Background: an optimization exercise with open tools, aiming at small area. Do not read the settings as production practice.
RTL that was checked went through simulation tests only; none was proved equivalent to the original.
Only the layout flow was run in run 8; the RTL was not checked for function there.
No activity file was given, so power comes from the tool's default toggle rates.

==> flow/design.v <==
module edge_detector
#(parameter DEBOUNCE = 130)
(
  input clock, reset, din,
  output reg rising
);
  reg        waiting;
  reg [16:0] contador;
  wire done = ~din & (contador > DEBOUNCE);
  always @(posedge clock or posedge reset)
  begin
    if (reset == 1'b1) begin
      rising  <= 1'b0;
      waiting <= 1'b0;
    end
    else begin
      rising  <= ~rising & ~waiting & din;
      waiting <= rising | (waiting & ~done);
    end
  end
  always @(posedge clock)
  begin
    if (rising)
      contador <= 17'd0;
    else
      contador <= contador + 17'd1;
  end
endmodule
module relogio
(
        input clock,
        input reset,
        input soma,
        input subtracao,
        input cont,
        input start,
        output [7:0] an,
        output [7:0] dec_cat
);
  wire soma_ed, subtracao_ed, cont_ed;
  edge_detector menosf (.clock(clock), .reset(reset), .din(subtracao), .rising(subtracao_ed));
  edge_detector maisf  (.clock(clock), .reset(reset), .din(soma),      .rising(soma_ed));
  edge_detector contf  (.clock(clock), .reset(reset), .din(cont),      .rising(cont_ed));
  reg [3:0] ph;
  reg [2:0] dig;
  reg [6:0] q;
  wire ph_end = ph[3] & ph[0];                     
  wire q_end  = &q[6:2];                           
  wire step   = ph_end;
  wire tick   = (ph == 4'd4) & (dig == 3'd4) & (q == 7'd62);
  always @(posedge clock or posedge reset)
  begin
    if (reset) begin
      ph  <= 4'd5;
      dig <= 3'd0;
      q   <= 7'd0;
    end
    else begin
      ph <= ph_end ? 4'd0 : ph + 4'd1;
      if (step) begin
        dig <= dig + 3'd1;
        if (dig == 3'd7)
          q <= q_end ? 7'd0 : q + 7'd1;
      end
    end
  end
  reg [1:0] EA;
  reg r1, ca;
  always @(posedge clock or posedge reset)
  begin
    if (reset) begin
      EA <= 2'd0;
      r1 <= 1'b0;
      ca <= 1'b0;
    end
    else begin
      r1 <= cont_ed;
      ca <= cont_ed | r1 | (EA != 2'd0);
      if (r1)
        EA <= EA + 2'd1;
    end
  end
  reg [11:0] bcnt;
  reg blink;
  wire bend = bcnt[11] & bcnt[8] & bcnt[7] & bcnt[6] & bcnt[1] & bcnt[0];  
  always @(posedge clock or posedge reset)
  begin
    if (reset) begin
      bcnt  <= 12'd0;
      blink <= 1'b0;
    end
    else if (bend | cont_ed) begin
      bcnt  <= 12'd0;
      blink <= ~blink;
    end
    else
      bcnt <= bcnt + 12'd1;
  end
  reg [4:0] ah, bh;
  reg [5:0] am, as, bm, bs;
  wire s_59 = (as == 6'd59);
  wire m_59 = (am == 6'd59);
  wire h_23 = (ah == 5'd23);
  wire sel_h = (EA == 2'd1) | ((EA == 2'd0) & s_59 & m_59);
  wire sel_m = (EA == 2'd2) | ((EA == 2'd0) & s_59 & ~m_59);
  wire [5:0] f = sel_h ? {1'b0, ah} : sel_m ? am : as;
  wire f_max = sel_h ? h_23 : sel_m ? m_59 : s_59;
  wire [5:0] f_inc = f + 6'd1;
  wire [5:0] f_dec = f - 6'd1;
  wire [5:0] is = sel_h | sel_m ? 6'd0 : f_inc;
  wire [5:0] im = sel_h ? 6'd0 : sel_m ? f_inc : am;
  wire [4:0] ih = sel_h ? (h_23 ? 5'd0 : f_inc[4:0]) : ah;
  always @(posedge clock or posedge reset)
  begin
    if (reset) begin
      {bh, bm, bs} <= 17'd0;
    end
    else if (tick) begin
      if (ca)
        {bh, bm, bs} <= {ah, am, as};
      else
        {bh, bm, bs} <= {ih, im, is};
    end
  end
  wire up = soma_ed;
  wire dn = subtracao_ed & ~soma_ed;
  wire [5:0] fn = (up & ~f_max) ? f_inc : (dn & (f != 6'd0)) ? f_dec : f;
  wire [4:0] nh = (EA == 2'd0) ? bh : (EA == 2'd1) ? fn[4:0] : ah;
  wire [5:0] nm = (EA == 2'd0) ? bm : (EA == 2'd2) ? fn : am;
  wire [5:0] ns = (EA == 2'd0) ? bs : (EA == 2'd3) ? fn : as;
  always @(posedge clock)
    {ah, am, as} <= {nh, nm, ns};
  reg [5:0] fsel;
  always @*
    case (dig[2:1])
      2'd0: fsel = as;
      2'd1: fsel = am;
      default: fsel = {1'b0, ah};
    endcase
  wire [2:0] ftens = (fsel >= 6'd50) ? 3'd5 : (fsel >= 6'd40) ? 3'd4 : (fsel >= 6'd30) ? 3'd3 :
                     (fsel >= 6'd20) ? 3'd2 : (fsel >= 6'd10) ? 3'd1 : 3'd0;
  wire [5:0] funits6 = fsel - ftens * 4'd10;
  wire [3:0] funits = funits6[3:0];
  reg [3:0] sel;
  reg lit;
  wire luz_h = blink | (EA != 2'd1);
  wire luz_m = blink | (EA != 2'd2);
  wire luz_s = blink | (EA != 2'd3);
  reg [3:0] dval;
  reg dlit;
  always @*
  begin
    case (dig)
      3'd0, 3'd2, 3'd4: dval = funits;
      3'd1, 3'd3, 3'd5: dval = {1'b0, ftens};
      3'd6: dval = 4'd0;
      default: dval = {2'b0, EA};
    endcase
    case (dig)
      3'd0, 3'd1: dlit = luz_s;
      3'd2, 3'd3: dlit = luz_m;
      3'd4, 3'd5: dlit = luz_h;
      3'd6: dlit = 1'b0;
      default: dlit = 1'b1;
    endcase
  end
  always @(posedge clock or posedge reset)
  begin
    if (reset) begin
      sel <= 4'd0;
      lit <= 1'b0;
    end
    else if (step) begin
      sel <= dval;
      lit <= dlit;
    end
  end
  wire [2:0] shown = dig - 3'd1;
  genvar gi;
  generate
    for (gi = 0; gi < 8; gi = gi + 1) begin : g_an
      assign an[gi] = ~(lit & (shown == gi));
    end
  endgenerate
  wire d3 = sel[3], d2 = sel[2], d1 = sel[1], d0 = sel[0];
  wire [6:0] seg;
  assign seg[6] = ~(d3 | d1 | (d2 & d0) | (~d2 & ~d0));
  assign seg[5] = ~(~d2 | ~(d1 ^ d0));
  assign seg[4] = ~(d2 | ~d1 | d0);
  assign seg[3] = ~(d3 | (~d2 & ~d0) | (d1 & ~d0) | (~d2 & d1) | (d2 & ~d1 & d0));
  assign seg[2] = ~((~d2 & ~d0) | (d1 & ~d0));
  assign seg[1] = ~(d3 | (~d1 & ~d0) | (d2 & ~d1) | (d2 & ~d0));
  assign seg[0] = ~(d3 | (d1 & ~d2) | (d2 & ~d1) | (d1 & ~d0));
  assign dec_cat = {seg, 1'b1};
endmodule
==> flow/flow/run.sh <==
#!/bin/bash
# Own layout flow: the standard flow (standard.sh) with
#  - the standard synthesis script plus an area-oriented ABC script and
#    no full/half-adder extraction (flow/abc_proc.tcl, flow/area.abc);
#  - ports buffered with the smallest buffer.
# Each tool's full output stays in orfs/logs/ (one log per step); make's own
# output goes to flow_make.log.
set -euo pipefail
W=$(pwd)
export OWN_ABC_SCRIPT=$W/flow/area.abc
{ head -n 1 "$W/synth_recipe.tcl"; cat "$W/flow/abc_proc.tcl"; tail -n +2 "$W/synth_recipe.tcl"; } > "$W/own_synth.tcl"
bash "$W/standard.sh" SYNTH_SCRIPT="$W/own_synth.tcl" ADDER_MAP_FILE= \
  BUFFER_PORTS_ARGS="-buffer_cell sky130_fd_sc_hd__buf_1" finish > "$W/flow_make.log" 2>&1
==> flow/flow/abc_proc.tcl <==
# Map the logic for area: run ABC with flow/area.abc in place of the
# script the standard synthesis passes (registers are mapped before ABC
# runs, so they stay as the standard synthesis makes them).
proc abc {args} {
  set i [lsearch $args -script]
  if {$i >= 0} { lset args [expr {$i + 1}] $::env(OWN_ABC_SCRIPT) }
  yosys abc {*}$args
}
==> flow/flow/area.abc <==
strash
ifraig
dc2
strash
dch -f
amap
==> flow/standard.sh <==
#!/bin/bash
# synth_recipe.tcl (not shown) runs the flow's synth.tcl, then flattens the netlist and writes it again
# the make line also repeats each setting of config.mk as NAME=value (left out here)
make -C /OpenROAD-flow-scripts/flow DESIGN_CONFIG=/design/flow/config.mk WORK_HOME=/design/flow/orfs CLKGATE_MAP_FILE= SYNTH_SCRIPT=/design/flow/synth_recipe.tcl "${@:-finish}"
==> flow/config.mk <==
export PLATFORM = sky130hd
export DESIGN_NAME = relogio
export DESIGN_NICKNAME = relogio
export VERILOG_FILES = /design/flow/design.v
export SDC_FILE = /design/flow/constraint.sdc
export NUM_CORES = 4
export LEC_CHECK = 0
export CAP_MARGIN = 20
export CORE_MARGIN = 2
export CORE_UTILIZATION = 70
export CTS_BUF_LIST = sky130_fd_sc_hd__clkbuf_8
export SLEW_MARGIN = 20
==> flow/constraint.sdc <==
create_clock -name core_clock -period 10.0 [get_ports {clock}]
set_input_delay 2.0000 -clock core_clock [delete_from_list [all_inputs] [get_ports {clock}]]
set_output_delay 2.0000 -clock core_clock [all_outputs]
set_load 0.01 [all_outputs]
==> flow_metrics.tcl, run 1 <==
set metrics [dict create \
    synthTopCellsByArea "dfrtp_1 25%, dfxtp_1 18%, edfxtp_1 9.0%, nor2_1 8.3%, o21ai_0 5.4%" \
    coreArea_um2 7810 \
    clk_pin_slew_ns 0.08 \
    seq_power_share_pct 42.9 \
    ys_types 38 \
    cts_resized 0 \
    cap_viol_max_count 0 \
    drt_iter0_drc 571 \
    dp_cells 798 \
    drt-total-wl_um 12600 \
    critPathMaxStageDelay_ns 0.63 \
    finalHoldViolCount 0 \
    crit_chain "clkinv_1, a31oi_1, clkinv_1, or2_0, a32oi_1, nor2b_1, nand4_1, o211ai_1, clkinv_1, nand2_1, o31ai_1, o21ai_0, a21oi_1, o21ai_0, o21ai_0" \
    rsz0062_at_grt "false" \
    drive_gt1_share_pct 5.49 \
    p_int_uw 1100 \
    synth_warnings 2 \
    wl_per_cell_um 15.2 \
    dr.pass1.iters 5 \
    synth_top_family_by_area "simple AND/OR/NAND/NOR gates" \
    cp-endpoint "ah[4]$_DFFE_PP_" \
    crit_start "EA[0]$_DFFE_PP0P_" \
    fin_crit_sh_pct 49.7 \
    cts_sinks 127 \
    synth_seq_area_share_pct 52.8 \
    synth_top_area_cell "dfrtp_1" \
    ios 22 \
    track_usage_pct 30.9 \
    critPathTopFamily "compound AO/OA/AOI/OAI gates" \
    io_buffers 19 \
    p_comb_share_pct 32.6 \
    ys.flop_type "dfrtp_1" \
    cp_num_buf_inv 3 \
    antenna_cells 0 \
    finalSetupViolations 0 \
    grt_overflow_total 0 \
    crit_cells 15 \
    max-clock-path-buffers 2 \
    die_h_um 94.2 \
    grt_start_max_net_pins 60 \
    fin_nets 721 \
    netlist_area_um2 5700 \
    syn2layout_area_growth_pct 11.2 \
    drc 0 \
    cp.required_ns 10.16 \
    tns_ns 0 \
    final_common_cell "nor2_1" \
    synth_compound_area_share_pct 17.7 \
    die_w_um 94.2 \
    period_needed_ns 4.97 \
    synth_adder_area_share_pct 0 \
    hpwlAfterDp_um 8530 \
    post-cts-setup-buffers 0 \
    worstSetupEndpointType "flip-flop" \
    status "timing/DRC/antenna clean" \
    synth-edff-count 17 \
    fp.dieArea_um2 8880 \
    synth-seq-cells 127 \
    crit_arrival_ns 5.13 \
    crit_slowest_cell "a31oi_1" \
    synthCells 673 \
    vias_per_cell 6.15 \
    core.rowCount 32 \
    hp-class "flip-flop to flip-flop" \
    leakage_uw 0.00246 \
    reg2reg_from "EA[0]$_DFFE_PP0P_" \
    rr_worst_depth 15 \
    synth_nets 679 \
    crit_type "flip-flop to flip-flop" \
    ir_drop_mv 0.230 \
    start_util_pct 73.0 \
    p_sw_uw 727 \
    ant_nets 0 \
    cts_root_buf "clkbuf_8" \
    startpoint_type "flip-flop" \
    cts_hold_buf 0 \
    vias 5107 \
    reg2reg_to "ah[4]$_DFFE_PP_" \
    switching_share_pct 39.8 \
    async_flop_share_pct 46.5 \
    grt_pass1_vias 4775 \
    grt_first_pass_wirelength_um 21400 \
    slew_violations 0 \
    power_density_nw_per_um2 288 \
    slew-limit-headroom_pct 30.7 \
    syn_avg_cell_area_um2 8.46 \
    yosys.area_share.simple_pct 24.3 \
    htreeDepth 4 \
    synth_xor_area_share_pct 0 \
    final_cell_mix "126 x nor2_1, 73 x clkinv_1, 62 x o21ai_0" \
    gp_congestion 0.913 \
    fmax_mhz 201 \
    r2r_slack_ns 5.03 \
    numCtsBuffers 17 \
    clk_latency_ns 0.43 \
    cts_tree "built" \
    critPathMaxFanout 12 \
    antenna_found_initial 0 \
    skew_ns 0.0121 \
    worstMarginPinSlew_ns 1.03 \
    stdcell_count 830 \
    synth_top_area_share_pct 25.0 \
    synth.area.mux_share_pct 0 \
    p_clk_share_pct 24.5 \
]
## per-layer routing
metal / vias up / global-route usage (%) / wire, µm / share of wire [%]
met3: 42 / 6.90 / 895 / 7.1
met2: 217 / 49.4 / 6060 / 48
met4: 0 / 14.3 / 324 / 2.6
li1: 2473 / - / - / -
met5: - / 0 / 0 / 0
met1: 2375 / 40.1 / 5350 / 42
## power groups by stage
stage	clock network, µW	registers [µW]	logic [µW]
final	448	784	596
after CTS	451	779	581
after detailed placement	0	788	571
after global placement	0	782	542
after floorplan	0	750	432
after global routing	475	796	667
## through the flow
| step | power [µW] | hold WS [ns] | utilization (%) | instance area, µm² | worst slack, ns |
|---|---|---|---|---|---|
| after detailed placement | 1360 | 0.412 | 76.0 | 5930 | 5.27 |
| after global placement | 1320 | 0.405 | 76.0 | 5930 | 5.38 |
| final | 1830 | 0.424 | 81.1 | 6330 | 5.03 |
| after global routing | 1940 | 0.448 | 81.1 | 6330 | 4.73 |
| after floorplan | 1180 | 0.394 | - | 5700 | 5.95 |
| after CTS | 1810 | 0.429 | 81.1 | 6330 | 5.25 |
## worst min path at each step
stage                                        from  slack, ns                       endpoint  cells after the start
floorplan           menosf.contador[0]$_SDFF_PP0_       0.39  menosf.contador[0]$_SDFF_PP0_                      1
global placement    menosf.contador[0]$_SDFF_PP0_       0.41  menosf.contador[0]$_SDFF_PP0_                      1
detailed placement  menosf.contador[0]$_SDFF_PP0_       0.41  menosf.contador[0]$_SDFF_PP0_                      1
CTS                 menosf.contador[0]$_SDFF_PP0_       0.43  menosf.contador[0]$_SDFF_PP0_                      1
global route        menosf.contador[0]$_SDFF_PP0_       0.45  menosf.contador[0]$_SDFF_PP0_                      1
finish              menosf.contador[0]$_SDFF_PP0_       0.42  menosf.contador[0]$_SDFF_PP0_                      1
## sequential cells by signal, summed over array words and instances (netlist names), 6 cells and up
name and count:
bm 6, contf.contador 17, maisf.contador 17, as 6
bs 6, am 6, menosf.contador 17, bcnt 12
q 7
## layout make-up
class,count,area (µm²)
Clock buffer,18,248
Clock inverter,14,155
Fill cell,507,1470
Inverter,74,278
Multi-Input combinational cell,471,2410
Sequential cell,127,3010
Tap cell,102,128
Timing Repair Buffer,24,109
## kinds of logic (layout without fill, tap and decap cells)
| kind of cell | after synthesis | after routing |
|---|---|---|
| other | 1 | 1 |
| and+or+nand+nor | 304 | 304 |
| DFF | 127 | 127 |
| AOI/OAI and AO/OA | 166 | 166 |
| buffers and inverters | 75 | 130 |
## worst register-to-register path: cells and delay by family, from the launching register on
kind,cells,cell delay (ns)
AOI/OAI and AO/OA,8,2.21
buffers and inverters,3,1.05
DFF,1,0.47
and+or+nand+nor,4,0.98
## cell usage after synthesis, types with 2 or more instances
cell type  number
or2_0           8
a2111oi_0       2
clkinv_1       74
o311ai_0        2
dfstp_2         2
dfxtp_1        51
nand2_1        49
nor4_1          5
nor2_1        126
o22ai_1         8
a211oi_1       14
nand3_1        14
o21ai_0        62
a22oi_1        10
a21oi_1        28
a31oi_1        21
edfxtp_1       17
nor3_1         49
and2_0         18
o21a_1          3
and3_1         21
nor2b_1         3
nand4_1        10
o221ai_1        5
dfrtp_1        57
o31ai_1         2
==> run 2: changes to the inputs <==
--- a/flow/flow/run.sh
+++ b/flow/flow/run.sh
@@ -10,4 +10,5 @@
 export OWN_ABC_SCRIPT=$W/flow/area.abc
 { head -n 1 "$W/synth_recipe.tcl"; cat "$W/flow/abc_proc.tcl"; tail -n +2 "$W/synth_recipe.tcl"; } > "$W/own_synth.tcl"
 bash "$W/standard.sh" SYNTH_SCRIPT="$W/own_synth.tcl" ADDER_MAP_FILE= \
-  BUFFER_PORTS_ARGS="-buffer_cell sky130_fd_sc_hd__buf_1" finish > "$W/flow_make.log" 2>&1
+  BUFFER_PORTS_ARGS="-buffer_cell sky130_fd_sc_hd__buf_1" \
+  CTS_ARGS="-sink_clustering_enable -repair_clock_nets -dont_use_dummy_load -buf_list sky130_fd_sc_hd__clkbuf_4" finish > "$W/flow_make.log" 2>&1
==> run 2 against run 1 <==
Flip-flop and latch count unchanged. Count of clock-buffer cells in the layout decreased by 1. Sequential power about the same. Final cell count fell by 1.8%. Still clean on timing, DRC and antenna. Maximum frequency is essentially flat. Synthesized cell count unchanged. Design area shrank 4.3%. Clock power shrank 49%. Core utilization decreased by 3.5 points. Area after synthesis did not move.
==> flow_metrics.tcl, run 2 <==
set metrics [dict create \
    status "timing/DRC/antenna clean" \
    die_w_um 94.2 \
    dr.pass1.iters 6 \
    critPathMaxFanout 12 \
    synth_nets 679 \
    post-cts-setup-buffers 0 \
    syn2layout_area_growth_pct 6.35 \
    utilization_pct 77.6 \
    ys_top_cells_by_count "126 x nor2_1, 74 x clkinv_1, 62 x o21ai_0, 57 x dfrtp_1, 51 x dfxtp_1" \
    drt_iter0_drc 483 \
    clk_latency_ns 0.54 \
    hp-class "flip-flop to flip-flop" \
    synth-seq-cells 127 \
    final_common_cell "nor2_1" \
    drt-total-wl_um 12300 \
    vias_per_cell 6.18 \
    antenna_cells 0 \
    skew_ns 0.0537 \
    syn_avg_cell_area_um2 8.46 \
    fin_crit_sh_pct 49.7 \
    die_h_um 94.2 \
    cts_tree "built" \
    stdcell_count 815 \
    cts_sinks 127 \
    start_util_pct 73.0 \
    hpwlAfterDp_um 8530 \
    synthCells 673 \
    slew-limit-headroom_pct 30.8 \
    grt_pass1_vias 4649 \
    fin_nets 721 \
    crit_type "flip-flop to flip-flop" \
    ant_nets 0 \
    fmax_mhz 201 \
    dp_cells 798 \
    ys.flop_type "dfrtp_1" \
    final_cell_mix "126 x nor2_1, 73 x clkinv_1, 62 x o21ai_0" \
    worstMarginPinSlew_ns 1.03 \
    synth-edff-count 17 \
    worstSetupEndpointType "flip-flop" \
    cts_root_buf "clkbuf_4" \
    drc 0 \
    grt_start_max_net_pins 60 \
    critPathMaxStageDelay_ns 0.63 \
    ir_drop_mv 0.199 \
    wl_per_cell_um 15.1 \
    final.fill_count 575 \
    gp_congestion 0.913 \
    pre_cts_slack_ns 5.27 \
    ios 22 \
    coreArea_um2 7810 \
    finalHoldViolCount 0 \
    startpoint_type "flip-flop" \
    power_density_nw_per_um2 265 \
    crit_arrival_ns 5.20 \
    async_flop_share_pct 46.5 \
    htreeDepth 4 \
    grt_first_pass_wirelength_um 21100 \
    antenna_found_initial 0 \
    period_needed_ns 4.97 \
    core.rowCount 32 \
    rsz0062_at_grt "false" \
    synth_top_area_cell "dfrtp_1" \
    clk_pin_slew_ns 0.10 \
    slew_violations 0 \
    tns_ns 0 \
    synth_warnings 2 \
    max-clock-path-buffers 2 \
    crit_slowest_cell "a31oi_1" \
    drive_gt1_share_pct 3.65 \
    synth_top_area_share_pct 25.0 \
    io_buffers 19 \
    critPathTopFamily "compound AO/OA/AOI/OAI gates" \
    numCtsBuffers 17 \
    synthTopCellsByArea "dfrtp_1 25%, dfxtp_1 18%, edfxtp_1 9.0%, nor2_1 8.3%, o21ai_0 5.4%" \
    leakage_uw 0.00233 \
    grt_overflow_total 0 \
    yosysMostFrequentCell "nor2_1" \
    track_usage_pct 30.4 \
    cap_viol_max_count 0 \
    ys_types 38 \
    cts_hold_buf 0 \
    fp.dieArea_um2 8880 \
    vias 5034 \
    hold_slack_ns 0.431 \
    cts_resized 0 \
    netlist_area_um2 5700 \
    r2r_slack_ns 5.03 \
    crit_chain "clkinv_1, a31oi_1, clkinv_1, or2_0, a32oi_1, nor2b_1, nand4_1, o211ai_1, clkinv_1, nand2_1, o31ai_1, o21ai_0, a21oi_1, o21ai_0, o21ai_0" \
    cp.required_ns 10.23 \
    top_regs "contf.contador x17, maisf.contador x17, menosf.contador x17" \
    setup_ws_ns 5.03 \
    synth_seq_area_share_pct 52.8 \
    cp_num_buf_inv 3 \
    finalSetupViolations 0 \
]
run 2: power by group:
part           switching [µW]  total [µW]  internal, µW
clock                     150         228          77.5
sequential                114         782           668
combinational             395         594           199
run 2: area by class of cell:
cell class	instances	area (µm²)	area share, %
Inverter	74	278	4.58
Sequential cell	127	3010	49.7
Clock buffer	17	128	2.11
Tap cell	102	128	2.11
Multi-Input combinational cell	471	2410	39.7
Timing Repair Buffer	24	109	1.80
run 2: per-layer routing:
| metal | wire, µm | up-vias | GRT usage [%] | share of wire [%] |
|---|---|---|---|---|
| li1 | - | 2460 | - | - |
| met1 | 5410 | 2326 | 40.7 | 44 |
| met2 | 5760 | 216 | 47.9 | 47 |
| met3 | 861 | 32 | 6.90 | 7.0 |
| met4 | 295 | 0 | 12.9 | 2.4 |
| met5 | 0 | - | 0 | 0 |
run 2: worst paths after layout:
kind / start / depth (start not counted) / end
max: EA[0]$_DFFE_PP0P_ / 15 / ah[4]$_DFFE_PP_
min: menosf.contador[0]$_SDFF_PP0_ / 1 / menosf.contador[0]$_SDFF_PP0_
max reg2reg: EA[0]$_DFFE_PP0P_ / 15 / ah[4]$_DFFE_PP_
min reg2reg: menosf.contador[0]$_SDFF_PP0_ / 1 / menosf.contador[0]$_SDFF_PP0_
max in group asynchronous: reset / 3 / ca$_DFF_PP0_
min in group asynchronous: reset / 3 / bcnt[2]$_DFF_PP0_
run 2: worst reg2reg max path: cells and delay by family (launching register included):
kind	cells	cell delay [ns]
simple gates	4	0.98
compound gates	8	2.21
flops	1	0.47
buf+inv	3	1.03
run 2: logic make-up (layout without fill, tap and decap cells):
family	after synthesis	count (layout)	share of synthesized area [%]
AND/OR/NAND/NOR	304	304	24.3
AO/OA/AOI/OAI	166	166	17.7
flip-flops	127	127	52.8
buffers and inverters	75	115	5.01
other	1	1	0.0658
run 2: stage by stage:
stage               area, µm²  total power [µW]
global placement         5930              1320
global route             6060              1720
finish                   6060              1600
CTS                      6060              1590
detailed placement       5930              1360
floorplan                5700              1180
==> run 3: changes to the inputs <==
--- a/flow/config.mk
+++ b/flow/config.mk
@@ -7,6 +7,6 @@
 export LEC_CHECK = 0
 export CAP_MARGIN = 20
 export CORE_MARGIN = 2
-export CORE_UTILIZATION = 70
+export CORE_UTILIZATION = 85
 export CTS_BUF_LIST = sky130_fd_sc_hd__clkbuf_8
 export SLEW_MARGIN = 20
==> run 3 against run 2 <==
The run now fails in global placement without I/O (3_1_place_gp_skip_io). Area after synthesis unchanged. Synthesized cell count unchanged.
==> flow_metrics.tcl, run 3 <==
set metrics [dict create \
    synth-seq-cells 127 \
    start_util_pct 88.7 \
    first-error "[ERROR GPL-0301] Utilization 101.117 % exceeds 100%." \
    netlist_area_um2 5700 \
    synth_top_area_cell "dfrtp_1" \
    core.rowCount 29 \
    synthCells 673 \
    ys_top_cells_by_count "126 x nor2_1, 74 x clkinv_1, 62 x o21ai_0, 57 x dfrtp_1, 51 x dfxtp_1" \
    ys_types 38 \
    synthTopCellsByArea "dfrtp_1 25%, dfxtp_1 18%, edfxtp_1 9.0%, nor2_1 8.3%, o21ai_0 5.4%" \
    synth_warnings 2 \
    synth_seq_area_share_pct 52.8 \
    synth_nets 679 \
    async_flop_share_pct 46.5 \
    stop_stage "global placement without I/O (3_1_place_gp_skip_io)" \
    synth-edff-count 17 \
    syn_avg_cell_area_um2 8.46 \
    yosysMostFrequentCell "nor2_1" \
    synth_top_area_share_pct 25.0 \
    status "did not finish" \
    ys.flop_type "dfrtp_1" \
    die_w_um 85.9 \
    die_h_um 85.9 \
]
## run 3: cell counts after synthesis
Identical to the previous run, type by type.
## run 3: cell families after synthesis
family                 count (synthesis)  synth area share, %
AO/OA/AOI/OAI                        166                 17.7
buffers and inverters                 75                 5.01
flip-flops                           127                 52.8
other                                  1               0.0658
AND/OR/NAND/NOR                      304                 24.3
==> run 4: changes to the inputs <==
--- a/flow/flow/run.sh
+++ b/flow/flow/run.sh
@@ -11,4 +11,4 @@
 { head -n 1 "$W/synth_recipe.tcl"; cat "$W/flow/abc_proc.tcl"; tail -n +2 "$W/synth_recipe.tcl"; } > "$W/own_synth.tcl"
 bash "$W/standard.sh" SYNTH_SCRIPT="$W/own_synth.tcl" ADDER_MAP_FILE= \
   BUFFER_PORTS_ARGS="-buffer_cell sky130_fd_sc_hd__buf_1" \
-  CTS_ARGS="-sink_clustering_enable -repair_clock_nets -dont_use_dummy_load -buf_list sky130_fd_sc_hd__clkbuf_4" finish > "$W/flow_make.log" 2>&1
+  CTS_ARGS="-sink_clustering_enable -repair_clock_nets -dont_use_dummy_load -buf_list sky130_fd_sc_hd__clkbuf_8" finish > "$W/flow_make.log" 2>&1
--- a/flow/config.mk
+++ b/flow/config.mk
@@ -7,6 +7,6 @@
 export LEC_CHECK = 0
 export CAP_MARGIN = 20
 export CORE_MARGIN = 2
-export CORE_UTILIZATION = 85
+export CORE_UTILIZATION = 70
 export CTS_BUF_LIST = sky130_fd_sc_hd__clkbuf_8
 export SLEW_MARGIN = 20
==> run 4 against run 3 <==
Area after synthesis stayed put. The run now finishes clean. Synthesized cell count stayed put.
==> flow_metrics.tcl, run 4 <==
set metrics [dict create \
    track_usage_pct 30.5 \
    netlist_area_um2 5700 \
    power_density_nw_per_um2 274 \
    critPathMaxFanout 12 \
    reg2reg_from "EA[0]$_DFFE_PP0P_" \
    rsz0062_at_grt "false" \
    start_util_pct 73.0 \
    pre_cts_slack_ns 5.27 \
    coreArea_um2 7810 \
    rr_worst_depth 15 \
    ys_types 38 \
    synth-seq-cells 127 \
    yosysMostFrequentCell "nor2_1" \
    routed-wl-met2_um 6010 \
    fin_nets 721 \
    skew_ns 0.0345 \
    drive_gt1_share_pct 3.65 \
    antenna_found_initial 0 \
    status "timing/DRC/antenna clean" \
    setup_ws_ns 5.00 \
    antenna_cells 0 \
    synth_top_area_cell "dfrtp_1" \
    fmax_mhz 200 \
    post-cts-setup-buffers 0 \
    vias_per_cell 6.22 \
    leakage_uw 0.00238 \
    cts_root_buf "clkbuf_8" \
    drt_iter0_drc 563 \
    ys_top_cells_by_count "126 x nor2_1, 74 x clkinv_1, 62 x o21ai_0, 57 x dfrtp_1, 51 x dfxtp_1" \
    final_cell_mix "126 x nor2_1, 73 x clkinv_1, 62 x o21ai_0" \
    worstSetupEndpointType "flip-flop" \
    top_regs "contf.contador x17, maisf.contador x17, menosf.contador x17" \
    final_common_cell "nor2_1" \
    crit_chain "clkinv_1, a31oi_1, clkinv_1, or2_0, a32oi_1, nor2b_1, nand4_1, o211ai_1, clkinv_1, nand2_1, o31ai_1, o21ai_0, a21oi_1, o21ai_0, o21ai_0" \
    syn_avg_cell_area_um2 8.46 \
    syn2layout_area_growth_pct 8.21 \
    ir_drop_mv 0.208 \
    crit_type "flip-flop to flip-flop" \
    io_buffers 19 \
    clk_latency_ns 0.44 \
    hp-class "flip-flop to flip-flop" \
    dr.pass1.iters 8 \
    numCtsBuffers 17 \
    grt_start_max_net_pins 60 \
    die_h_um 94.2 \
    finalSetupViolations 0 \
    hp-start "menosf.contador[0]$_SDFF_PP0_" \
    utilization_pct 79.0 \
    final.fill_count 546 \
    r2r_slack_ns 5.00 \
    drt-total-wl_um 12600 \
    synth_seq_area_share_pct 52.8 \
    ys.flop_type "dfrtp_1" \
    cts_resized 0 \
    slew_violations 0 \
    cts_hold_buf 0 \
    async_flop_share_pct 46.5 \
    synth-edff-count 17 \
    cap_viol_max_count 0 \
    critPathTopFamily "compound AO/OA/AOI/OAI gates" \
    wl_met3_um 888 \
    grt_first_pass_wirelength_um 21200 \
    critPathMaxStageDelay_ns 0.62 \
    top_layer_used "met4" \
    reg2reg_to "ah[4]$_DFFE_PP_" \
    htreeDepth 4 \
    ant_nets 0 \
    cts_tree "built" \
    cts_sinks 127 \
    synthCells 673 \
    crit_slowest_cell "a31oi_1" \
    synth_nets 679 \
    synth_warnings 2 \
    grt_overflow_total 0 \
    ios 22 \
    finalHoldViolCount 0 \
    worstMarginPinSlew_ns 1.04 \
    holdPathEnd "menosf.contador[0]$_SDFF_PP0_" \
    grt_pass1_vias 4710 \
    synth_top_area_share_pct 25.0 \
    clk_pin_slew_ns 0.07 \
    die_w_um 94.2 \
    hpwlAfterDp_um 8530 \
    max-clock-path-buffers 2 \
    vias 5073 \
    cp.required_ns 10.13 \
    period_needed_ns 5.00 \
    crit_arrival_ns 5.13 \
    fp.dieArea_um2 8880 \
    wl_per_cell_um 15.4 \
    tns_ns 0 \
    slew-limit-headroom_pct 29.6 \
    fin_crit_sh_pct 50.0 \
    cp_num_buf_inv 3 \
    hold_depth 1 \
    synthTopCellsByArea "dfrtp_1 25%, dfxtp_1 18%, edfxtp_1 9.0%, nor2_1 8.3%, o21ai_0 5.4%" \
    gp_congestion 0.913 \
    drt-met1-wl_um 5370 \
    core.rowCount 32 \
    drc 0 \
    startpoint_type "flip-flop" \
]
==> run 4: metal layers <==
metal,track usage [%],vias to the layer above
met3,6.34,39
met1,40.5,2343
li1,-,2454
met2,48.6,237
met4,13.3,0
met5,0,-
==> run 4: layout make-up <==
cell class / count / area, µm² / area share [%]
clock buffers: 17 / 234 / 3.80
multi-input cells: 471 / 2410 / 39.0
well taps: 102 / 128 / 2.07
flip-flops and latches: 127 / 3010 / 48.8
repair buffers: 24 / 109 / 1.77
inverters: 74 / 278 / 4.51
==> run 4: cell families after synthesis <==
| group | after synthesis | synth area share, % |
|---|---|---|
| buffers and inverters | 75 | 5.01 |
| AO/OA/AOI/OAI | 166 | 17.7 |
| flip-flops | 127 | 52.8 |
| other | 1 | 0.0658 |
| AND/OR/NAND/NOR | 304 | 24.3 |
==> run 4: report_power, final <==
part	internal (µW)	leakage (µW)	switching [µW]	total, µW
Combinational	199	0.000910	395	594
Sequential	670	0.00135	115	785
Clock	149	0.000122	162	311
Total	1020	0.00238	672	1690
==> run 4: per-stage QoR <==
step,std cells,hold slack [ns],power (µW),cell area (µm²)
after global routing,815,0.446,1800,6160
final,815,0.426,1690,6160
after CTS,815,0.428,1670,6160
after detailed placement,798,0.412,1360,5930
after floorplan,673,0.394,1180,5700
after global placement,798,0.405,1320,5930
==> run 4: worst max-delay path by stage <==
| stage | cells after the start | to | slack [ns] | start |
|---|---|---|---|---|
| after CTS | 15 | ah[4]$_DFFE_PP_ | 5.22 | EA[0]$_DFFE_PP0P_ |
| final | 15 | ah[4]$_DFFE_PP_ | 5.00 | EA[0]$_DFFE_PP0P_ |
| after global placement | 15 | ah[4]$_DFFE_PP_ | 5.38 | EA[0]$_DFFE_PP0P_ |
| after global routing | 15 | ah[4]$_DFFE_PP_ | 4.71 | EA[0]$_DFFE_PP0P_ |
| after detailed placement | 15 | ah[4]$_DFFE_PP_ | 5.27 | EA[0]$_DFFE_PP0P_ |
| after floorplan | 16 | ah[4]$_DFFE_PP_ | 5.95 | as[3]$_DFFE_PP_ |
==> run 5: changes to the inputs <==
--- a/flow/flow/run.sh
+++ b/flow/flow/run.sh
@@ -11,4 +11,4 @@
 { head -n 1 "$W/synth_recipe.tcl"; cat "$W/flow/abc_proc.tcl"; tail -n +2 "$W/synth_recipe.tcl"; } > "$W/own_synth.tcl"
 bash "$W/standard.sh" SYNTH_SCRIPT="$W/own_synth.tcl" ADDER_MAP_FILE= \
   BUFFER_PORTS_ARGS="-buffer_cell sky130_fd_sc_hd__buf_1" \
-  CTS_ARGS="-sink_clustering_enable -repair_clock_nets -dont_use_dummy_load -buf_list sky130_fd_sc_hd__clkbuf_8" finish > "$W/flow_make.log" 2>&1
+  CTS_ARGS="-sink_clustering_enable -repair_clock_nets -dont_use_dummy_load -buf_list sky130_fd_sc_hd__clkbuf_8 -sink_clustering_size 30 -sink_clustering_max_diameter 200" finish > "$W/flow_make.log" 2>&1
==> run 5 against run 4 <==
Still clean. Core utilization unchanged. Sequential share of layout area unchanged. Critical path depth unchanged. Largest power group unchanged. Final cell count unchanged. Non-clock buffer count unchanged. Highest routed layer unchanged. Register-to-register slack about the same. Combinational power about the same. Area after synthesis unchanged. Count of clock-buffer cells in the layout unchanged.
==> flow_metrics.tcl, run 5 <==
set metrics [dict create \
    ys.flop_type "dfrtp_1" \
    cts_hold_buf 0 \
    leakage_uw 0.00238 \
    startpoint_type "flip-flop" \
    cap_viol_max_count 0 \
    syn2layout_area_growth_pct 8.21 \
    synth_seq_area_share_pct 52.8 \
    async_flop_share_pct 46.5 \
    vias_per_cell 6.22 \
    top_layer_used "met4" \
    p_clk_share_pct 18.4 \
    ant_nets 0 \
    hp-class "flip-flop to flip-flop" \
    cts_resized 0 \
    yosysMostFrequentCell "nor2_1" \
    seq_power_share_pct 46.4 \
    period_needed_ns 5.00 \
    clk_pin_slew_ns 0.07 \
    cts_sinks 127 \
    status "timing/DRC/antenna clean" \
    fin_nets 721 \
    synth_nets 679 \
    max-clock-path-buffers 2 \
    drt-met1-wl_um 5370 \
    grt_pass1_vias 4710 \
    cp.required_ns 10.13 \
    ys_top_cells_by_count "126 x nor2_1, 74 x clkinv_1, 62 x o21ai_0, 57 x dfrtp_1, 51 x dfxtp_1" \
    p_int_uw 1020 \
    slew_violations 0 \
    fp.dieArea_um2 8880 \
    synth_top_area_cell "dfrtp_1" \
    utilization_pct 79.0 \
    top_regs "contf.contador x17, maisf.contador x17, menosf.contador x17" \
    drc 0 \
    register_area_um2 3010 \
    slew-limit-headroom_pct 29.6 \
    tns_ns 0 \
    cts_root_buf "clkbuf_8" \
    crit_arrival_ns 5.13 \
    die_w_um 94.2 \
    ir_drop_mv 0.208 \
    ys_types 38 \
    cts_tree "built" \
    die_h_um 94.2 \
    crit_chain "clkinv_1, a31oi_1, clkinv_1, or2_0, a32oi_1, nor2b_1, nand4_1, o211ai_1, clkinv_1, nand2_1, o31ai_1, o21ai_0, a21oi_1, o21ai_0, o21ai_0" \
    vias 5073 \
    clk_latency_ns 0.44 \
    synth-edff-count 17 \
    switching_share_pct 39.8 \
    coreArea_um2 7810 \
    netlist_area_um2 5700 \
    fmax_mhz 200 \
    finalSetupViolations 0 \
    p_comb_share_pct 35.2 \
    grt_first_pass_wirelength_um 21200 \
    drt-total-wl_um 12600 \
    grt_overflow_total 0 \
    core.rowCount 32 \
    gp_congestion 0.913 \
    numCtsBuffers 17 \
    wl_per_cell_um 15.4 \
    routed-wl-met2_um 6010 \
    synthTopCellsByArea "dfrtp_1 25%, dfxtp_1 18%, edfxtp_1 9.0%, nor2_1 8.3%, o21ai_0 5.4%" \
    synth-seq-cells 127 \
    synth_top_area_share_pct 25.0 \
    worstSetupEndpointType "flip-flop" \
    final_cell_mix "126 x nor2_1, 73 x clkinv_1, 62 x o21ai_0" \
    worstMarginPinSlew_ns 1.04 \
    start_util_pct 73.0 \
    post-cts-setup-buffers 0 \
    fin_crit_sh_pct 50.0 \
    synthCells 673 \
    ios 22 \
    final_common_cell "nor2_1" \
    track_usage_pct 30.5 \
    crit_slowest_cell "a31oi_1" \
    final.fill_count 546 \
    drive_gt1_share_pct 3.65 \
    antenna_found_initial 0 \
    grt_start_max_net_pins 60 \
    critPathMaxFanout 12 \
    critPathMaxStageDelay_ns 0.62 \
    rsz0062_at_grt "false" \
    wl_met3_um 888 \
    skew_ns 0.0345 \
    io_buffers 19 \
    syn_avg_cell_area_um2 8.46 \
    drt_iter0_drc 563 \
    multiInputGateArea_um2 2410 \
    dr.pass1.iters 8 \
    synth_warnings 2 \
    htreeDepth 4 \
    antenna_cells 0 \
    p_sw_uw 672 \
    hpwlAfterDp_um 8530 \
    finalHoldViolCount 0 \
    crit_type "flip-flop to flip-flop" \
    power_density_nw_per_um2 274 \
]
## run 5: cell counts after synthesis
No cell type changed its count.
## run 5: path summary, 6_finish.rpt
kind | from | end | slack, ns | depth (start not counted)
worst max register to register | EA[0]$_DFFE_PP0P_ | ah[4]$_DFFE_PP_ | 5.00 | 15
max in group asynchronous | reset | bh[0]$_DFFE_PP0P_ | 7.74 | 3
worst min register to register | menosf.contador[0]$_SDFF_PP0_ | menosf.contador[0]$_SDFF_PP0_ | 0.43 | 1
min in group asynchronous | reset | bcnt[2]$_DFF_PP0_ | 1.75 | 3
worst max-delay path | EA[0]$_DFFE_PP0P_ | ah[4]$_DFFE_PP_ | 5.00 | 15
worst min-delay path | menosf.contador[0]$_SDFF_PP0_ | menosf.contador[0]$_SDFF_PP0_ | 0.43 | 1
## run 5: final cells by class
cell class              instances  area share [%]
clock buffers                  17            3.80
inverters                      74            4.51
multi-input cells             471            39.0
flip-flops and latches        127            48.8
well taps                     102            2.07
repair buffers                 24            1.77
## run 5: critical path, delay by kind of cell, from the launching register on
family	cells	cell delay, ns
AO/OA/AOI/OAI	8	2.21
AND/OR/NAND/NOR	4	0.99
flip-flops	1	0.46
buffers and inverters	3	1.04
## run 5: logic make-up after synthesis
family	Yosys count	synth area share (%)
buf+inv	75	5.01
flops	127	52.8
simple gates	304	24.3
other cells	1	0.0658
compound gates	166	17.7
## run 5: per-stage QoR
step	instance area, µm²	instances	worst slack [ns]	total power (µW)	hold slack (ns)
final	6160	815	5.00	1690	0.426
after detailed placement	5930	798	5.27	1360	0.412
after CTS	6160	815	5.22	1670	0.428
after global placement	5930	798	5.38	1320	0.405
after floorplan	5700	673	5.95	1180	0.394
after global routing	6160	815	4.71	1800	0.446
## run 5: routing by layer
metal  track usage [%]  up-vias
met4              13.3        0
met1              40.5     2343
met5                 0        -
met3              6.34       39
li1                  -     2454
met2              48.6      237
## run 5: power groups by stage
stage	sequential [µW]	combinational, µW	clock, µW
floorplan	750	432	0
global placement	782	542	0
detailed placement	788	571	0
CTS	780	580	313
global route	797	668	337
finish	785	594	311
==> run 6: changes to the inputs <==
--- a/flow/flow/run.sh
+++ b/flow/flow/run.sh
@@ -11,4 +11,4 @@
 { head -n 1 "$W/synth_recipe.tcl"; cat "$W/flow/abc_proc.tcl"; tail -n +2 "$W/synth_recipe.tcl"; } > "$W/own_synth.tcl"
 bash "$W/standard.sh" SYNTH_SCRIPT="$W/own_synth.tcl" ADDER_MAP_FILE= \
   BUFFER_PORTS_ARGS="-buffer_cell sky130_fd_sc_hd__buf_1" \
-  CTS_ARGS="-sink_clustering_enable -repair_clock_nets -dont_use_dummy_load -buf_list sky130_fd_sc_hd__clkbuf_8 -sink_clustering_size 30 -sink_clustering_max_diameter 200" finish > "$W/flow_make.log" 2>&1
+  CTS_ARGS="-sink_clustering_enable -repair_clock_nets -dont_use_dummy_load -buf_list sky130_fd_sc_hd__clkbuf_16 -sink_clustering_size 40 -sink_clustering_max_diameter 200" finish > "$W/flow_make.log" 2>&1
==> run 6 against run 5 <==
Final cell count is the same. Sequential power grew 0.5%. Power grew 10%. Die area is the same. Register-to-register slack lost 0.09 ns. Critical path depth is the same. Highest routed layer unchanged.
==> flow_metrics.tcl, run 6 <==
set metrics [dict create \
    syn2layout_area_growth_pct 11.6 \
    fin_nets 721 \
    grt_overflow_total 0 \
    final_common_cell "nor2_1" \
    cp.required_ns 10.13 \
    async_flop_share_pct 46.5 \
    cts_tree "built" \
    rsz0062_at_grt "false" \
    cap_viol_max_count 0 \
    synth_top_area_share_pct 25.0 \
    yosysMostFrequentCell "nor2_1" \
    reg2reg_to "as[4]$_DFFE_PP_" \
    hpwlAfterDp_um 8530 \
    reg2reg_from "EA[0]$_DFFE_PP0P_" \
    vias 5104 \
    crit_type "flip-flop to flip-flop" \
    ir_drop_mv 0.236 \
    htreeDepth 4 \
    critPathMaxFanout 12 \
    fmax_mhz 197 \
    synth_nets 679 \
    ios 22 \
    wl_per_cell_um 16.0 \
    ys_types 38 \
    crit_chain "clkinv_1, a31oi_1, clkinv_1, or2_0, a32oi_1, nor2b_1, nand4_1, o211ai_1, clkinv_1, nand2_1, o31ai_1, o21ai_0, a21oi_1, o21ai_0, o21ai_0" \
    pre_cts_slack_ns 5.27 \
    hp-class "flip-flop to flip-flop" \
    synthCells 673 \
    startpoint_type "flip-flop" \
    crit_slowest_cell "a31oi_1" \
    slew_violations 0 \
    vias_per_cell 6.26 \
    cts_hold_buf 0 \
    power_density_nw_per_um2 294 \
    coreArea_um2 7810 \
    fin_crit_sh_pct 50.9 \
    worstMarginPinSlew_ns 1.07 \
    numCtsBuffers 17 \
    rr_worst_depth 15 \
    skew_ns 0.0204 \
    core.rowCount 32 \
    ant_nets 0 \
    fp.dieArea_um2 8880 \
    synth-edff-count 17 \
    post-cts-setup-buffers 0 \
    period_needed_ns 5.09 \
    drt_iter0_drc 509 \
    drive_gt1_share_pct 3.65 \
    tns_ns 0 \
    clk_latency_ns 0.41 \
    die_w_um 94.2 \
    antenna_cells 0 \
    slew-limit-headroom_pct 28.0 \
    final_cell_mix "126 x nor2_1, 73 x clkinv_1, 62 x o21ai_0" \
    status "timing/DRC/antenna clean" \
    setup_ws_ns 4.91 \
    finalHoldViolCount 0 \
    gp_congestion 0.913 \
    total_power_uw 1870 \
    grt_first_pass_wirelength_um 22100 \
    ys_top_cells_by_count "126 x nor2_1, 74 x clkinv_1, 62 x o21ai_0, 57 x dfrtp_1, 51 x dfxtp_1" \
    synth_warnings 2 \
    die_h_um 94.2 \
    grt_pass1_vias 4813 \
    holdPathEnd "menosf.contador[0]$_SDFF_PP0_" \
    netlist_area_um2 5700 \
    synth_seq_area_share_pct 52.8 \
    top_regs "contf.contador x17, maisf.contador x17, menosf.contador x17" \
    cts_sinks 127 \
    synthTopCellsByArea "dfrtp_1 25%, dfxtp_1 18%, edfxtp_1 9.0%, nor2_1 8.3%, o21ai_0 5.4%" \
    clk_pin_slew_ns 0.05 \
    drc 0 \
    cts_resized 0 \
    r2r_slack_ns 4.91 \
    crit_arrival_ns 5.22 \
    syn_avg_cell_area_um2 8.46 \
    max-clock-path-buffers 2 \
    grt_start_max_net_pins 60 \
    worstSetupEndpointType "flip-flop" \
    synth_top_area_cell "dfrtp_1" \
    start_util_pct 73.0 \
    dp_cells 798 \
    track_usage_pct 32.0 \
    hp-start "menosf.contador[0]$_SDFF_PP0_" \
    hold_slack_ns 0.422 \
    leakage_uw 0.00246 \
    synth-seq-cells 127 \
    critPathMaxStageDelay_ns 0.65 \
    dr.pass1.iters 6 \
    antenna_found_initial 0 \
    ys.flop_type "dfrtp_1" \
    drt-total-wl_um 13000 \
    finalSetupViolations 0 \
    io_buffers 19 \
    cts_root_buf "clkbuf_16" \
    hold_depth 1 \
    stdcell_count 815 \
]
-- run 6: cell types whose count changed in the layout (fill, tap and decap cells not counted) --
cell,change
clkbuf_16,+17
clkbuf_8,-17
-- run 6: cells by family after synthesis --
logic type      count (synthesis)  share of synthesized area, %
other cells                     1                        0.0658
compound gates                166                          17.7
buf+inv                        75                          5.01
simple gates                  304                          24.3
flops                         127                          52.8
-- run 6: area by class of cell --
cell class | count | area (µm²)
fillers | 521 | 1450
clock buffers | 17 | 425
repair buffers | 24 | 109
well taps | 102 | 128
inverters | 74 | 278
multi-input cells | 471 | 2410
flip-flops and latches | 127 | 3010
-- run 6: layer usage --
layer | global-route usage [%] | vias to the layer above | wire [µm]
li1 | - | 2454 | -
met1 | 40.9 | 2395 | 5560
met2 | 52.3 | 220 | 6380
met3 | 8.03 | 35 | 845
met4 | 13.2 | 0 | 265
met5 | 0 | - | 0
-- run 6: worst max-delay path by stage --
| stage | startpoint | end | slack, ns |
|---|---|---|---|
| finish | EA[0]$_DFFE_PP0P_ | as[4]$_DFFE_PP_ | 4.91 |
| global route | EA[0]$_DFFE_PP0P_ | ah[4]$_DFFE_PP_ | 4.68 |
| CTS | EA[0]$_DFFE_PP0P_ | as[4]$_DFFE_PP_ | 5.19 |
| detailed placement | EA[0]$_DFFE_PP0P_ | ah[4]$_DFFE_PP_ | 5.27 |
| global placement | EA[0]$_DFFE_PP0P_ | ah[4]$_DFFE_PP_ | 5.38 |
| floorplan | as[3]$_DFFE_PP_ | ah[4]$_DFFE_PP_ | 5.95 |
-- run 6: power by group --
group          switching [µW]  internal [µW]  total [µW]
combinational             402            199         601
clock                     184            292         477
sequential                118            671         789
total                     704           1160        1870
-- run 6: stage by stage --
step | util, % | area, µm²
floorplan | - | 5700
global placement | 76.0 | 5930
detailed placement | 76.0 | 5930
CTS | 81.4 | 6360
global route | 81.4 | 6360
finish | 81.4 | 6360
-- run 6: worst max-delay path: cells and delay by family (launching register included) --
family                 cells  cell delay (ns)
AND/OR/NAND/NOR            4             1.01
buffers and inverters      3             1.07
AO/OA/AOI/OAI              8             2.25
flip-flops                 1             0.47
==> run 7: changes to the inputs <==
--- a/flow/flow/run.sh
+++ b/flow/flow/run.sh
@@ -11,4 +11,4 @@
 { head -n 1 "$W/synth_recipe.tcl"; cat "$W/flow/abc_proc.tcl"; tail -n +2 "$W/synth_recipe.tcl"; } > "$W/own_synth.tcl"
 bash "$W/standard.sh" SYNTH_SCRIPT="$W/own_synth.tcl" ADDER_MAP_FILE= \
   BUFFER_PORTS_ARGS="-buffer_cell sky130_fd_sc_hd__buf_1" \
-  CTS_ARGS="-sink_clustering_enable -repair_clock_nets -dont_use_dummy_load -buf_list sky130_fd_sc_hd__clkbuf_16 -sink_clustering_size 40 -sink_clustering_max_diameter 200" finish > "$W/flow_make.log" 2>&1
+  CTS_ARGS="-sink_clustering_enable -repair_clock_nets -dont_use_dummy_load -buf_list {sky130_fd_sc_hd__clkbuf_4 sky130_fd_sc_hd__clkbuf_8}" finish > "$W/flow_make.log" 2>&1
==> run 7 against run 6 <==
Still clean on timing, DRC and antenna. Hold slack gained 0.0038 ns. Combinational power shrank 1%. Design area shrank 3.0%. Die area is the same. First-iteration DRC count grew 11%. Register-to-register slack gained 0.09 ns. Area after synthesis is the same. Global-route usage shrank 1.5 points. Sequential power shrank 0.5%. Clock power shrank 35%. Synthesized cell count is the same. Maximum frequency grew 1.8%. Highest routed layer unchanged.
==> flow_metrics.tcl, run 7 <==
set metrics [dict create \
    max-clock-path-buffers 2 \
    wl_per_cell_um 15.4 \
    rsz0062_at_grt "false" \
    cap_viol_max_count 0 \
    hp-start "menosf.contador[0]$_SDFF_PP0_" \
    clk_pin_slew_ns 0.07 \
    grt_first_pass_wirelength_um 21200 \
    synthCells 673 \
    finalSetupViolations 0 \
    slew-limit-headroom_pct 29.6 \
    htreeDepth 4 \
    drc 0 \
    critPathMaxFanout 12 \
    reg2reg_from "EA[0]$_DFFE_PP0P_" \
    vias_per_cell 6.22 \
    skew_ns 0.0345 \
    async_flop_share_pct 46.5 \
    ir_drop_mv 0.208 \
    ys_types 38 \
    drt_iter0_drc 563 \
    cts_resized 0 \
    startpoint_type "flip-flop" \
    fp.dieArea_um2 8880 \
    synth_top_area_cell "dfrtp_1" \
    start_util_pct 73.0 \
    top_regs "contf.contador x17, maisf.contador x17, menosf.contador x17" \
    synth_warnings 2 \
    cp.required_ns 10.13 \
    cts_root_buf "clkbuf_8" \
    synth_seq_area_share_pct 52.8 \
    vias 5073 \
    grt_pass1_vias 4710 \
    final_cell_mix "126 x nor2_1, 73 x clkinv_1, 62 x o21ai_0" \
    hp-class "flip-flop to flip-flop" \
    gp_congestion 0.913 \
    ys.flop_type "dfrtp_1" \
    final_common_cell "nor2_1" \
    synth-seq-cells 127 \
    cts_tree "built" \
    track_usage_pct 30.5 \
    die_h_um 94.2 \
    crit_type "flip-flop to flip-flop" \
    synthTopCellsByArea "dfrtp_1 25%, dfxtp_1 18%, edfxtp_1 9.0%, nor2_1 8.3%, o21ai_0 5.4%" \
    grt_overflow_total 0 \
    die_w_um 94.2 \
    coreArea_um2 7810 \
    hold_slack_ns 0.426 \
    syn2layout_area_growth_pct 8.21 \
    drt-total-wl_um 12600 \
    antenna_found_initial 0 \
    finalHoldViolCount 0 \
    ios 22 \
    power_density_nw_per_um2 274 \
    ys_top_cells_by_count "126 x nor2_1, 74 x clkinv_1, 62 x o21ai_0, 57 x dfrtp_1, 51 x dfxtp_1" \
    core.rowCount 32 \
    ant_nets 0 \
    synth-edff-count 17 \
    fin_crit_sh_pct 50.0 \
    cts_sinks 127 \
    grt_start_max_net_pins 60 \
    syn_avg_cell_area_um2 8.46 \
    io_buffers 19 \
    synth_top_area_share_pct 25.0 \
    slew_violations 0 \
    drive_gt1_share_pct 3.65 \
    clk_latency_ns 0.44 \
    fin_nets 721 \
    synth_nets 679 \
    worstSetupEndpointType "flip-flop" \
    leakage_uw 0.00238 \
    status "timing/DRC/antenna clean" \
    worstMarginPinSlew_ns 1.04 \
    post-cts-setup-buffers 0 \
    numCtsBuffers 17 \
    hpwlAfterDp_um 8530 \
    crit_start "EA[0]$_DFFE_PP0P_" \
    period_needed_ns 5.00 \
    crit_arrival_ns 5.13 \
    fmax_mhz 200 \
    dr.pass1.iters 8 \
    antenna_cells 0 \
    tns_ns 0 \
    netlist_area_um2 5700 \
    cts_hold_buf 0 \
    yosysMostFrequentCell "nor2_1" \
]
==> run 7: changes by cell type in the layout (fill, tap and decap cells not counted) <==
cell	change
clkbuf_8	+17
clkbuf_16	-17
==> run 7: report_power, final <==
part           switching [µW]  internal (µW)  leakage (µW)  total, µW
registers                 115            670       0.00135        785
clock network             162            149      0.000122        311
logic                     395            199      0.000910        594
==> run 7: cell type report <==
class | instances | area [µm²]
Tap cell | 102 | 128
Fill cell | 546 | 1640
Inverter | 74 | 278
Timing Repair Buffer | 24 | 109
Clock buffer | 17 | 234
Multi-Input combinational cell | 471 | 2410
Sequential cell | 127 | 3010
==> run 7: routing by layer <==
metal  GRT usage, %  share of wire, %
met3           6.34               7.1
met4           13.3               2.4
met5              0                 0
met2           48.6                48
met1           40.5                43
==> run 7: worst max-delay path, stage by stage (launching register included) <==
cell and delay (ns):
dfrtp_1 0.46, clkinv_1 0.42, a31oi_1 0.62, clkinv_1 0.48, or2_0 0.32, a32oi_1 0.46, nor2b_1 0.36, nand4_1 0.18
o211ai_1 0.37, clkinv_1 0.14, nand2_1 0.13, o31ai_1 0.10, o21ai_0 0.21, a21oi_1 0.12, o21ai_0 0.17, o21ai_0 0.16
==> run 7: cells by family (layout without fill, tap and decap cells) <==
group,count (synthesis),in the layout,share of synthesized area [%]
buffers and inverters,75,115,5.01
flip-flops,127,127,52.8
AND/OR/NAND/NOR,304,304,24.3
other,1,1,0.0658
AO/OA/AOI/OAI,166,166,17.7
==> run 7: through the flow <==
step	cell area [µm²]	std cells	power, µW	util [%]	setup WS (ns)
after global routing	6160	815	1800	79.0	4.71
after CTS	6160	815	1670	79.0	5.22
after floorplan	5700	673	1180	-	5.95
after global placement	5930	798	1320	76.0	5.38
final	6160	815	1690	79.0	5.00
after detailed placement	5930	798	1360	76.0	5.27
==> run 7: path summary, 6_finish.rpt <==
check | cells past startpoint | slack (ns) | endpoint
max reg2reg | 15 | 5.00 | ah[4]$_DFFE_PP_
min | 1 | 0.43 | menosf.contador[0]$_SDFF_PP0_
min in group asynchronous | 3 | 1.75 | bcnt[2]$_DFF_PP0_
min reg2reg | 1 | 0.43 | menosf.contador[0]$_SDFF_PP0_
max | 15 | 5.00 | ah[4]$_DFFE_PP_
max in group asynchronous | 3 | 7.74 | bh[0]$_DFFE_PP0P_
==> run 8: changes to the inputs <==
--- a/flow/design.v
+++ b/flow/design.v
@@ -7,7 +7,7 @@
   reg        waiting;
   reg [16:0] contador;
   wire done = ~din & (contador > DEBOUNCE);
-  always @(posedge clock or posedge reset)
+  always @(posedge clock)
   begin
     if (reset == 1'b1) begin
       rising  <= 1'b0;
@@ -48,7 +48,7 @@
   wire q_end  = &q[6:2];                           
   wire step   = ph_end;
   wire tick   = (ph == 4'd4) & (dig == 3'd4) & (q == 7'd62);
-  always @(posedge clock or posedge reset)
+  always @(posedge clock)
   begin
     if (reset) begin
       ph  <= 4'd5;
@@ -66,7 +66,7 @@
   end
   reg [1:0] EA;
   reg r1, ca;
-  always @(posedge clock or posedge reset)
+  always @(posedge clock)
   begin
     if (reset) begin
       EA <= 2'd0;
@@ -82,19 +82,21 @@
   end
   reg [11:0] bcnt;
   reg blink;
-  wire bend = bcnt[11] & bcnt[8] & bcnt[7] & bcnt[6] & bcnt[1] & bcnt[0];  
-  always @(posedge clock or posedge reset)
+  wire bend = (bcnt == 12'd518);
+  wire bfb  = ~(bcnt[11] ^ bcnt[5] ^ bcnt[3] ^ bcnt[0]);
+  always @(posedge clock)
   begin
-    if (reset) begin
-      bcnt  <= 12'd0;
+    if (reset | bend | cont_ed)
+      bcnt <= 12'd0;
+    else
+      bcnt <= {bcnt[10:0], bfb};
+  end
+  always @(posedge clock)
+  begin
+    if (reset)
       blink <= 1'b0;
-    end
-    else if (bend | cont_ed) begin
-      bcnt  <= 12'd0;
+    else if (bend | cont_ed)
       blink <= ~blink;
-    end
-    else
-      bcnt <= bcnt + 12'd1;
   end
   reg [4:0] ah, bh;
   reg [5:0] am, as, bm, bs;
@@ -110,7 +112,7 @@
   wire [5:0] is = sel_h | sel_m ? 6'd0 : f_inc;
   wire [5:0] im = sel_h ? 6'd0 : sel_m ? f_inc : am;
   wire [4:0] ih = sel_h ? (h_23 ? 5'd0 : f_inc[4:0]) : ah;
-  always @(posedge clock or posedge reset)
+  always @(posedge clock)
   begin
     if (reset) begin
       {bh, bm, bs} <= 17'd0;
--- a/flow/flow/run.sh
+++ b/flow/flow/run.sh
@@ -11,4 +11,4 @@
 { head -n 1 "$W/synth_recipe.tcl"; cat "$W/flow/abc_proc.tcl"; tail -n +2 "$W/synth_recipe.tcl"; } > "$W/own_synth.tcl"
 bash "$W/standard.sh" SYNTH_SCRIPT="$W/own_synth.tcl" ADDER_MAP_FILE= \
   BUFFER_PORTS_ARGS="-buffer_cell sky130_fd_sc_hd__buf_1" \
-  CTS_ARGS="-sink_clustering_enable -repair_clock_nets -dont_use_dummy_load -buf_list {sky130_fd_sc_hd__clkbuf_4 sky130_fd_sc_hd__clkbuf_8}" finish > "$W/flow_make.log" 2>&1
+  CTS_ARGS="-sink_clustering_enable -repair_clock_nets -dont_use_dummy_load -root_buf sky130_fd_sc_hd__clkbuf_16 -buf_list sky130_fd_sc_hd__clkbuf_4" finish > "$W/flow_make.log" 2>&1
==> run 8 against run 7 <==
Still clean on timing, DRC and antenna. Sequential power down 21%. Clock power fell by 22%. Global-route usage down 0.95 points. Maximum frequency is 11% higher. Flip-flop and latch count stayed put. Combinational power is 66% lower. Power shrank 37%. Setup slack improved by 0.49 ns. Clock skew rose by 0.015 ns. Synthesized cell count rose by 0.45%. Largest cell class unchanged. Highest routed layer unchanged.
==> flow_metrics.tcl, run 8 <==
set metrics [dict create \
    slew_violations 0 \
    power_density_nw_per_um2 181 \
    crit_arrival_ns 4.54 \
    syn_avg_cell_area_um2 8.13 \
    ir_drop_mv 0.133 \
    finalHoldViolCount 0 \
    die_w_um 92.6 \
    htreeDepth 4 \
    worstMarginPinSlew_ns 1.03 \
    cap_viol_max_count 0 \
    core.rowCount 32 \
    grt_pass1_vias 4572 \
    stdcell_count 818 \
    crit_chain "nand4_1, nor3b_1, clkinv_1, o22ai_1, clkinv_1, a22oi_1, nor2_1, a21oi_1, clkinv_1, nor2_1, nand3_1, clkinv_1, a21oi_1, nand2_1, nor2_1, nand2_1, o21ai_0, o221ai_1, o21ai_0" \
    fin_crit_sh_pct 45.1 \
    synthTopCellsByArea "dfxtp_1 38%, edfxtp_1 9.3%, nor2_1 7.9%, o21ai_0 5.9%, clkinv_1 5.5%" \
    slew-limit-headroom_pct 31.0 \
    crit_type "flip-flop to flip-flop" \
    skew_ns 0.0498 \
    die_h_um 92.6 \
    yosysMostFrequentCell "nor2_1" \
    synth-edff-count 17 \
    period_needed_ns 4.51 \
    ys_types 45 \
    leakage_uw 0.00205 \
    async_flop_share_pct 3.94 \
    ys_top_cells_by_count "115 x nor2_1, 105 x dfxtp_1, 80 x clkinv_1, 65 x o21ai_0, 54 x nand2_1" \
    hp-class "flip-flop to flip-flop" \
    vias_per_cell 6.16 \
    hpwlAfterDp_um 8320 \
    synth_warnings 2 \
    cts_resized 0 \
    tns_ns 0 \
    clk_pin_slew_ns 0.08 \
    netlist_area_um2 5500 \
    io_buffers 19 \
    cp.required_ns 10.04 \
    antenna_cells 0 \
    critPathTopFamily "compound AO/OA/AOI/OAI gates" \
    worstSetupEndpointType "flip-flop" \
    synth_top_area_cell "dfxtp_1" \
    drc 0 \
    clk_latency_ns 0.36 \
    wl_per_cell_um 14.5 \
    drive_gt1_share_pct 3.21 \
    cts_sinks 127 \
    synth_top_area_share_pct 38.2 \
    synth_adder_area_share_pct 0 \
    synthCells 676 \
    reg2reg_from "as[1]$_DFFE_PP_" \
    synth_top_family_by_area "simple AND/OR/NAND/NOR gates" \
    cts_root_buf "clkbuf_16" \
    cpMostUsedCell "clkinv_1" \
    hold_depth 1 \
    top_regs "contf.contador x17, maisf.contador x17, menosf.contador x17" \
    cts_hold_buf 0 \
    critPathMaxFanout 13 \
    rsz0062_at_grt "false" \
    startpoint_type "flip-flop" \
    final_common_cell "nor2_1" \
    cts_tree "built" \
    synth.area.mux_share_pct 0 \
    track_usage_pct 29.6 \
    max-clock-path-buffers 2 \
    numCtsBuffers 17 \
    ys.flop_type "dfxtp_1" \
    holdPathEnd "ph[0]$_SDFF_PP1_" \
    fmax_mhz 222 \
    hp-start "ph[0]$_SDFF_PP1_" \
    cp_num_buf_inv 4 \
    grt_overflow_total 0 \
    vias 5037 \
    gp_congestion 0.949 \
    utilization_pct 76.8 \
    crit_slowest_cell "o22ai_1" \
    grt_start_max_net_pins 33 \
    ios 22 \
    yosys.area_share.simple_pct 25.7 \
    dp_cells 801 \
    rr_worst_depth 19 \
    design_area_um2 5880 \
    ant_nets 0 \
    post-cts-setup-buffers 0 \
    coreArea_um2 7650 \
    synth_xor_area_share_pct 0 \
    dr.pass1.iters 8 \
    fin_nets 724 \
    fp.dieArea_um2 8580 \
    drt_iter0_drc 398 \
    status "timing/DRC/antenna clean" \
    synth_nets 682 \
    synth_seq_area_share_pct 49.8 \
    drt-total-wl_um 11900 \
    finalSetupViolations 0 \
    syn2layout_area_growth_pct 6.90 \
    synth_compound_area_share_pct 18.8 \
    r2r_slack_ns 5.49 \
    critPathMaxStageDelay_ns 0.81 \
    start_util_pct 71.9 \
    reg2reg_to "as[3]$_DFFE_PP_" \
    antenna_found_initial 0 \
    final_cell_mix "115 x nor2_1, 105 x dfxtp_1, 80 x clkinv_1" \
    synth-seq-cells 127 \
    placed_area_um2 5730 \
    grt_first_pass_wirelength_um 20300 \
]
[run 8: cell type report]
type / count / area, µm²
clock buffers: 17 / 145
fillers: 586 / 1770
inverters: 80 / 300
multi-input cells: 468 / 2460
flip-flops and latches: 127 / 2740
well taps: 102 / 128
repair buffers: 24 / 109
[run 8: through the flow]
step | setup WS, ns | hold slack (ns) | total power, µW
floorplan | 6.51 | 0.380 | 767
global placement | 5.76 | 0.388 | 819
detailed placement | 5.69 | 0.390 | 831
CTS | 5.63 | 0.406 | 1070
global route | 5.08 | 0.417 | 1120
finish | 5.49 | 0.407 | 1070
[run 8: worst max path at each step]
| stage | start | end | cells after the start |
|---|---|---|---|
| after floorplan | as[4]$_DFFE_PP_ | ah[3]$_DFFE_PP_ | 19 |
| after global placement | as[1]$_DFFE_PP_ | am[3]$_DFFE_PP_ | 19 |
| after detailed placement | as[1]$_DFFE_PP_ | as[3]$_DFFE_PP_ | 19 |
| after CTS | as[1]$_DFFE_PP_ | as[3]$_DFFE_PP_ | 19 |
| after global routing | as[1]$_DFFE_PP_ | as[3]$_DFFE_PP_ | 19 |
| final | as[1]$_DFFE_PP_ | as[3]$_DFFE_PP_ | 19 |
[run 8: layer usage]
layer  share of wire, %  wire, µm  track usage (%)  vias to the layer above
li1                   -         -                -                     2492
met1                 44      5180             37.4                     2299
met2                 47      5510             48.2                      210
met3                7.3       865             7.16                       36
met4                2.5       298             13.2                        0
met5                  0         0                0                        -
[run 8: kinds of logic (layout without fill, tap and decap cells)]
logic type	count (synthesis)	after routing
buf+inv	81	121
flops	127	127
compound gates	165	165
other cells	1	1
simple gates	302	302
[run 8: worst reg2reg max path: cells and delay by family (launching register included)]
kind | cells | cell delay (ns)
DFF | 1 | 0.46
and+or+nand+nor | 8 | 1.02
buffers and inverters | 4 | 0.78
AOI/OAI and AO/OA | 7 | 1.92
[run 8: power by group]
group	total, µW	internal, µW	switching (µW)
Combinational	204	76.9	127
Clock	242	92.7	149
Sequential	620	568	52.3
Total	1070	737	328

## afterwards: timing with drivers on the ports
How much do the figures lean on ideal ports? The routed layouts below were timed once more, with nothing changed but the port constraints. Step 1: set_driving_cell puts a clkbuf_16 on clock and a buf_2 on each other input, an assumption about the parent block. Step 2, shift: input delay + t, output delay - t, t = (earliest + latest rising clock arrival at the registers) / 2. This alone moves slack from input paths to output paths. Three values: no drivers, after step 1, after step 2; two values: the first two.
run	shift t [ns]	setup WS [ns]	slew at the worst register clock pin (ns)	cell pins on the clock port's net
run 1	0.462	5.027 / 5.027 / 5.027	0.08 / 0.08	1
run 2	0.544	5.026 / 5.026 / 5.026	0.12 / 0.12	1
run 4	0.453	5.001 / 5.001 / 5.001	0.08 / 0.08	1
run 5	0.453	5.001 / 5.001 / 5.001	0.08 / 0.08	1
run 6	0.441	4.912 / 4.912 / 4.912	0.06 / 0.06	1
run 7	0.453	5.001 / 5.001 / 5.001	0.08 / 0.08	1
run 8	0.375	5.495 / 5.495 / 5.495	0.12 / 0.12	1
After both steps setup and hold are still met in every run listed.
